What follows belongs to an exercise in optimizing a design on an open flow for small area and a short achievable clock period; a production flow would make more cautious choices. In this exercise RTL edits were held to simulation tests only and were not proved equivalent to the original. Power is estimated from default activity; no workload was simulated.

--- flow/design.v ---
module cube (input clock,
             input reset,
             input logic [31:0] num,
             output logic [31:0] result);
  logic [31:0] num0;
  logic [31:0] num1;
  logic [31:0] num2;
  logic [31:0] num3;
  always_ff @(posedge clock) begin
    if (reset == 1'b1) begin
    	num0 <= 32'b0;
      num1 <= 32'b0;
      num2 <= 32'b0;
      num3 <= 32'b0;
    end
    else begin
      num0 <= num;
      num1 <= num;
      num2 <= num1;
      num3 <= num1*num0;
      result <= num3*num2;
    end
  end
endmodule
--- flow/run.sh ---
#!/bin/bash
# synth_recipe.tcl (not shown) runs the flow's synth.tcl, then flattens the netlist and writes it again
# the make line also repeats each setting of config.mk as NAME=value (left out here)
make -C /OpenROAD-flow-scripts/flow DESIGN_CONFIG=/design/flow/config.mk WORK_HOME=/design/flow/orfs CLKGATE_MAP_FILE= SYNTH_SCRIPT=/design/flow/synth_recipe.tcl finish
--- flow/config.mk ---
export PLATFORM = sky130hd
export DESIGN_NAME = cube
export DESIGN_NICKNAME = cube
export VERILOG_FILES = /design/flow/design.v
export SDC_FILE = /design/flow/constraint.sdc
export NUM_CORES = 4
export LEC_CHECK = 0
export CAP_MARGIN = 20
export CORE_MARGIN = 2
export CORE_UTILIZATION = 40
export SLEW_MARGIN = 20
--- flow/constraint.sdc ---
create_clock -name core_clock -period 8.0 [get_ports {clock}]
set_input_delay 1.6000 -clock core_clock [delete_from_list [all_inputs] [get_ports {clock}]]
set_output_delay 1.6000 -clock core_clock [all_outputs]
set_load 0.01 [all_outputs]
==> impl_metrics.prom <==
# TYPE chip_impl_metric gauge
chip_impl_metric{name="grtUsageTotal",unit=""} 0.198
chip_impl_info{name="cp-end-kind",value="register"} 1
chip_impl_info{name="rr_endpoint",value="num3[30]$_SDFF_PP0_"} 1
chip_impl_info{name="postSynth.topFlopCell",value="sky130_fd_sc_hd__dfxtp_1"} 1
chip_impl_metric{name="post-synth-top-area-fraction",unit=""} 0.477
chip_impl_metric{name="grt_pass1_wl",unit="mm"} 125
chip_impl_metric{name="worstSkewPairLatency",unit="ns"} 0.49
chip_impl_metric{name="cts_buffers",unit=""} 17
chip_impl_metric{name="post-route-period-util",unit=""} 0.940
chip_impl_metric{name="final_core_util",unit=""} 0.437
chip_impl_info{name="timing.critical_path.from_type",value="register"} 1
chip_impl_metric{name="hold_slack",unit="ns"} 0.475
chip_impl_metric{name="route.detailed.vias_per_inst",unit=""} 4.72
chip_impl_info{name="synth.top_cells.by_area",value="sky130_fd_sc_hd__fa_1 48%, sky130_fd_sc_hd__ha_1 9.9%, sky130_fd_sc_hd__inv_1 9.8%"} 1
chip_impl_metric{name="place_ws",unit="ns"} 0.513
chip_impl_metric{name="dr_total_vias",unit=""} 20800
chip_impl_metric{name="finalClockSkew",unit="ns"} 0.0153
chip_impl_metric{name="synthesis.area_per_instance",unit="µm²"} 9.62
chip_impl_metric{name="chipHeight",unit="µm"} 287
chip_impl_metric{name="data_required_time_of_the_critical_path",unit="ns"} 8.36
chip_impl_metric{name="cts_resized",unit=""} 0
chip_impl_metric{name="synth_compound_gate_area_share",unit=""} 0.0324
chip_impl_info{name="setup.worst_path.end",value="num3[30]$_SDFF_PP0_"} 1
chip_impl_metric{name="hold_buffers",unit=""} 0
chip_impl_metric{name="number_of_primary_i_o_pins",unit=""} 66
chip_impl_metric{name="floorplan.rows",unit=""} 103
chip_impl_info{name="worst_r2r_startpoint",value="num1[2]$_SDFF_PP0_"} 1
chip_impl_metric{name="grt_max_degree",unit=""} 67
chip_impl_metric{name="synth.yosys.warnings",unit=""} 1
chip_impl_info{name="synth_top_family_by_area",value="adder cells"} 1
chip_impl_metric{name="first_global_vias",unit=""} 23100
chip_impl_metric{name="synth.area.mux_share",unit=""} 0.000313
chip_impl_metric{name="route.detailed.drc",unit=""} 0
chip_impl_metric{name="layout_cell_share_with_drive_strength_beyond_1",unit=""} 0.0342
chip_impl_metric{name="final_period_minus_worst_setup_slack",unit="ns"} 7.52
chip_impl_metric{name="hold_viol_final",unit=""} 0
chip_impl_metric{name="clk_pin_slew_worst_paths",unit="ns"} 0.07
chip_impl_metric{name="die_area",unit="µm²"} 82200
chip_impl_metric{name="static-leakage-power",unit="µW"} 0.0176
chip_impl_metric{name="cts.path.max_buffers",unit=""} 2
chip_impl_metric{name="postCtsSetupBuffers",unit=""} 0
chip_impl_metric{name="num_antenna_cells",unit=""} 0
chip_impl_metric{name="setup_viol",unit=""} 0
chip_impl_metric{name="synth_xor_area_frac",unit=""} 0.0364
chip_impl_info{name="setup_repair_after_global_routing_missed_its_margin",value="no"} 1
chip_impl_metric{name="synth_async_sr_flop_share",unit=""} 0
chip_impl_metric{name="path_max_fanout",unit=""} 21
chip_impl_metric{name="routabilityCongestion",unit=""} 0.860
chip_impl_metric{name="max-vdd-ir-drop",unit="µV"} 189
chip_impl_metric{name="ys_ff_latch",unit=""} 126
chip_impl_metric{name="placement.io_buffers",unit=""} 65
chip_impl_metric{name="post_route_wl",unit="mm"} 75.6
chip_impl_metric{name="synth_edf_count",unit=""} 32
chip_impl_metric{name="finish.net_count",unit=""} 4394
chip_impl_metric{name="hpwl_detailed",unit="mm"} 63.5
chip_impl_metric{name="iter_0_drt_violations",unit=""} 926
chip_impl_metric{name="synthesis.instances",unit=""} 3324
chip_impl_metric{name="synth.cell_area",unit="µm²"} 32000
chip_impl_metric{name="synthDistinctLibCells",unit=""} 66
chip_impl_metric{name="fp.coreArea",unit="µm²"} 79100
chip_impl_metric{name="maxCapViolCount",unit=""} 0
chip_impl_metric{name="worst_slew_pin_slew",unit="ns"} 1.02
chip_impl_metric{name="rrSetupSlack",unit="ns"} 0.48
chip_impl_metric{name="worst_slew_margin_rel",unit=""} 0.316
chip_impl_metric{name="detail_route.wl_per_cell",unit="µm"} 17.1
chip_impl_metric{name="dr.pass1.iters",unit=""} 6
chip_impl_metric{name="total_power_divided_by_cell_area",unit="nW/µm²"} 207
chip_impl_metric{name="ant_nets",unit=""} 0
chip_impl_metric{name="reg2reg_depth",unit=""} 25
chip_impl_metric{name="setup_ws",unit="ns"} 0.484
chip_impl_info{name="setup.worst_path.start",value="num1[2]$_SDFF_PP0_"} 1
chip_impl_metric{name="synth-adder-area-share",unit=""} 0.576
chip_impl_metric{name="cts.htree.levels",unit=""} 4
chip_impl_info{name="outcome",value="timing/DRC/antenna clean"} 1
chip_impl_metric{name="totalNegativeSetupSlack",unit="ns"} 0
chip_impl_metric{name="syn2layout_area_growth",unit="%"} 8.01
chip_impl_metric{name="grt-ovfl-total",unit=""} 0
chip_impl_metric{name="fin_max_slew_vios",unit=""} 0
chip_impl_info{name="crit_path_kind",value="reg2reg"} 1
chip_impl_metric{name="grt_antenna_before_repair",unit=""} 1
chip_impl_info{name="clock_tree_from_tritoncts",value="built"} 1
chip_impl_metric{name="max_clock_freq",unit="GHz"} 0.133
chip_impl_info{name="synthDominantAreaCellType",value="sky130_fd_sc_hd__fa_1"} 1
chip_impl_metric{name="initial_utilization",unit=""} 0.404
chip_impl_metric{name="worstPathArrival",unit="ns"} 7.87
chip_impl_metric{name="cts_sinks",unit=""} 126
chip_impl_info{name="clock_tree.root_cell",value="sky130_fd_sc_hd__clkbuf_16"} 1
chip_impl_metric{name="dieWidth",unit="µm"} 287
chip_impl_metric{name="seq_total_area_yosys",unit=""} 0.0889
chip_impl_metric{name="synth_simple_gate_area_share",unit=""} 0.152
chip_impl_info{name="hold_class",value="reg2reg"} 1
==> layer usage <==
metal | track usage | vias up | share of wire
met3 | 0.0266 | 79 | 0.040
met5 | 0 | - | 0
li1 | - | 9612 | -
met4 | 0.0488 | 0 | 0.018
met1 | 0.262 | 10700 | 0.45
met2 | 0.342 | 353 | 0.50
==> kinds of logic after synthesis <==
| family | Yosys count |
|---|---|
| fa+ha+maj | 1015 |
| buf+inv | 967 |
| simple gates | 932 |
| compound gates | 148 |
| xor+xnor | 133 |
| flops | 126 |
| other cells | 2 |
| mux | 1 |
==> worst min-delay path by stage <==
stage	startpoint	slack, ns	to	depth (start not counted)
after floorplan	num1[31]$_SDFF_PP0_	0.41	num2[31]$_SDFF_PP0_	1
after global placement	num1[30]$_SDFF_PP0_	0.47	num2[30]$_SDFF_PP0_	1
after detailed placement	num1[30]$_SDFF_PP0_	0.47	num2[30]$_SDFF_PP0_	1
after CTS	num1[30]$_SDFF_PP0_	0.48	num2[30]$_SDFF_PP0_	1
after global routing	num1[30]$_SDFF_PP0_	0.49	num2[30]$_SDFF_PP0_	1
final	num1[30]$_SDFF_PP0_	0.47	num2[30]$_SDFF_PP0_	1
==> Yosys cell counts, types with 3 or more instances <==
| master | count |
|---|---|
| sky130_fd_sc_hd__xor2_1 | 35 |
| sky130_fd_sc_hd__dfxtp_1 | 94 |
| sky130_fd_sc_hd__ha_1 | 253 |
| sky130_fd_sc_hd__clkbuf_1 | 129 |
| sky130_fd_sc_hd__nor2b_1 | 68 |
| sky130_fd_sc_hd__nor2_1 | 59 |
| sky130_fd_sc_hd__a21oi_1 | 44 |
| sky130_fd_sc_hd__fa_1 | 762 |
| sky130_fd_sc_hd__or2_2 | 3 |
| sky130_fd_sc_hd__o21ai_0 | 5 |
| sky130_fd_sc_hd__o211ai_1 | 3 |
| sky130_fd_sc_hd__inv_1 | 836 |
| sky130_fd_sc_hd__nor3_1 | 10 |
| sky130_fd_sc_hd__xnor2_1 | 98 |
| sky130_fd_sc_hd__o21a_1 | 12 |
| sky130_fd_sc_hd__and3_1 | 5 |
| sky130_fd_sc_hd__o21ai_1 | 8 |
| sky130_fd_sc_hd__nand3_1 | 9 |
| sky130_fd_sc_hd__o21bai_1 | 7 |
| sky130_fd_sc_hd__and2_1 | 422 |
| sky130_fd_sc_hd__nand2_1 | 333 |
| sky130_fd_sc_hd__nand2b_1 | 3 |
| sky130_fd_sc_hd__edfxtp_1 | 32 |
| sky130_fd_sc_hd__a31o_2 | 3 |
| sky130_fd_sc_hd__a21o_1 | 25 |
| sky130_fd_sc_hd__a211oi_1 | 8 |
| sky130_fd_sc_hd__o31ai_1 | 3 |
| sky130_fd_sc_hd__nand4_1 | 6 |
==> where the power goes <==
group / internal (µW) / switching [µW]
sequential: 878 / 262
clock: 532 / 358
combinational: 2250 / 2870
==> flip-flops by register name, indices dropped and copies added, names as in the netlist <==
register	cells
num3	31
num1	32
num2	31
result	32
==> layout make-up <==
| class | instances | area [µm²] |
|---|---|---|
| Fill cell | 7710 | 44600 |
| Inverter | 837 | 3140 |
| Clock buffer | 19 | 475 |
| Timing Repair Buffer | 118 | 1050 |
| Tap cell | 1050 | 1310 |
| Sequential cell | 126 | 2840 |
| Clock inverter | 13 | 171 |
| Multi-Input combinational cell | 2245 | 25500 |
==> critical path, cell delays in order, from the launching register on <==
cell and delay [ns]:
sky130_fd_sc_hd__dfxtp_1 0.92, sky130_fd_sc_hd__buf_4 0.37, sky130_fd_sc_hd__nand2_1 0.10, sky130_fd_sc_hd__fa_1 0.50, sky130_fd_sc_hd__inv_1 0.07, sky130_fd_sc_hd__fa_1 0.49
sky130_fd_sc_hd__inv_1 0.05, sky130_fd_sc_hd__fa_1 0.50, sky130_fd_sc_hd__inv_1 0.06, sky130_fd_sc_hd__fa_1 0.54, sky130_fd_sc_hd__ha_1 0.23, sky130_fd_sc_hd__ha_1 0.27
sky130_fd_sc_hd__inv_1 0.05, sky130_fd_sc_hd__fa_1 0.48, sky130_fd_sc_hd__inv_1 0.05, sky130_fd_sc_hd__fa_1 0.43, sky130_fd_sc_hd__ha_1 0.32, sky130_fd_sc_hd__a21oi_1 0.18
sky130_fd_sc_hd__nand2_1 0.07, sky130_fd_sc_hd__o21ai_1 0.31, sky130_fd_sc_hd__o22ai_1 0.20, sky130_fd_sc_hd__o41ai_2 0.48, sky130_fd_sc_hd__o311ai_1 0.23, sky130_fd_sc_hd__a41oi_1 0.28
sky130_fd_sc_hd__xor2_1 0.16, sky130_fd_sc_hd__nor2_1 0.05
==> stage by stage <==
stage          total power (µW)  cells  instance area, µm²
2_1_floorplan              4800   3338               32000
3_3_place_gp               6240   4376               33900
3_5_place_dp               6300   4376               33900
4_1_cts                    7240   4408               34500
5_1_grt                    7910   4408               34500
6_report                   7150   4408               34500
==> cells in the final DEF, fill, tap and decap left out, types with 19 or more instances in the layout <==
cell type / count
sky130_fd_sc_hd__edfxtp_1: 32
sky130_fd_sc_hd__nand2_1: 333
sky130_fd_sc_hd__nor2_1: 59
sky130_fd_sc_hd__nor2b_1: 68
sky130_fd_sc_hd__and2_1: 422
sky130_fd_sc_hd__dfxtp_1: 93
sky130_fd_sc_hd__inv_1: 835
sky130_fd_sc_hd__a21o_1: 25
sky130_fd_sc_hd__fa_1: 762
sky130_fd_sc_hd__xnor2_1: 98
sky130_fd_sc_hd__xor2_1: 35
sky130_fd_sc_hd__ha_1: 253
sky130_fd_sc_hd__clkbuf_16: 19
sky130_fd_sc_hd__a21oi_1: 44
sky130_fd_sc_hd__clkdlybuf4s50_1: 64
sky130_fd_sc_hd__buf_4: 54

## static timing again, ports no longer ideal
In the flow no input, the clock included, has a driving cell. The finished layout below was timed again as built, in two steps.
Step 1, drivers: a clkbuf_16 drives clock and a buf_2 each remaining input, both assumed.
Step 2, shift: input delay + t, output delay - t, t = (earliest + latest rising clock arrival at the registers) / 2. This alone moves slack from input paths to output paths.
Slacks: ideal / step 1 / step 2; pairs: ideal / step 1.
shift t [ns]: 0.541
setup slack, ns: 0.484 / 0.484 / 0.484
slew at the worst register clock pin (ns): 0.07 / 0.07
worst slew at a driven data input, ns: 0.04
pins driven straight from the clock port: 1
After both steps setup and hold are still met in this run. For this run, drivers alone change the setup slack by 0.000 ns; drivers and shift together by 0.000 ns.
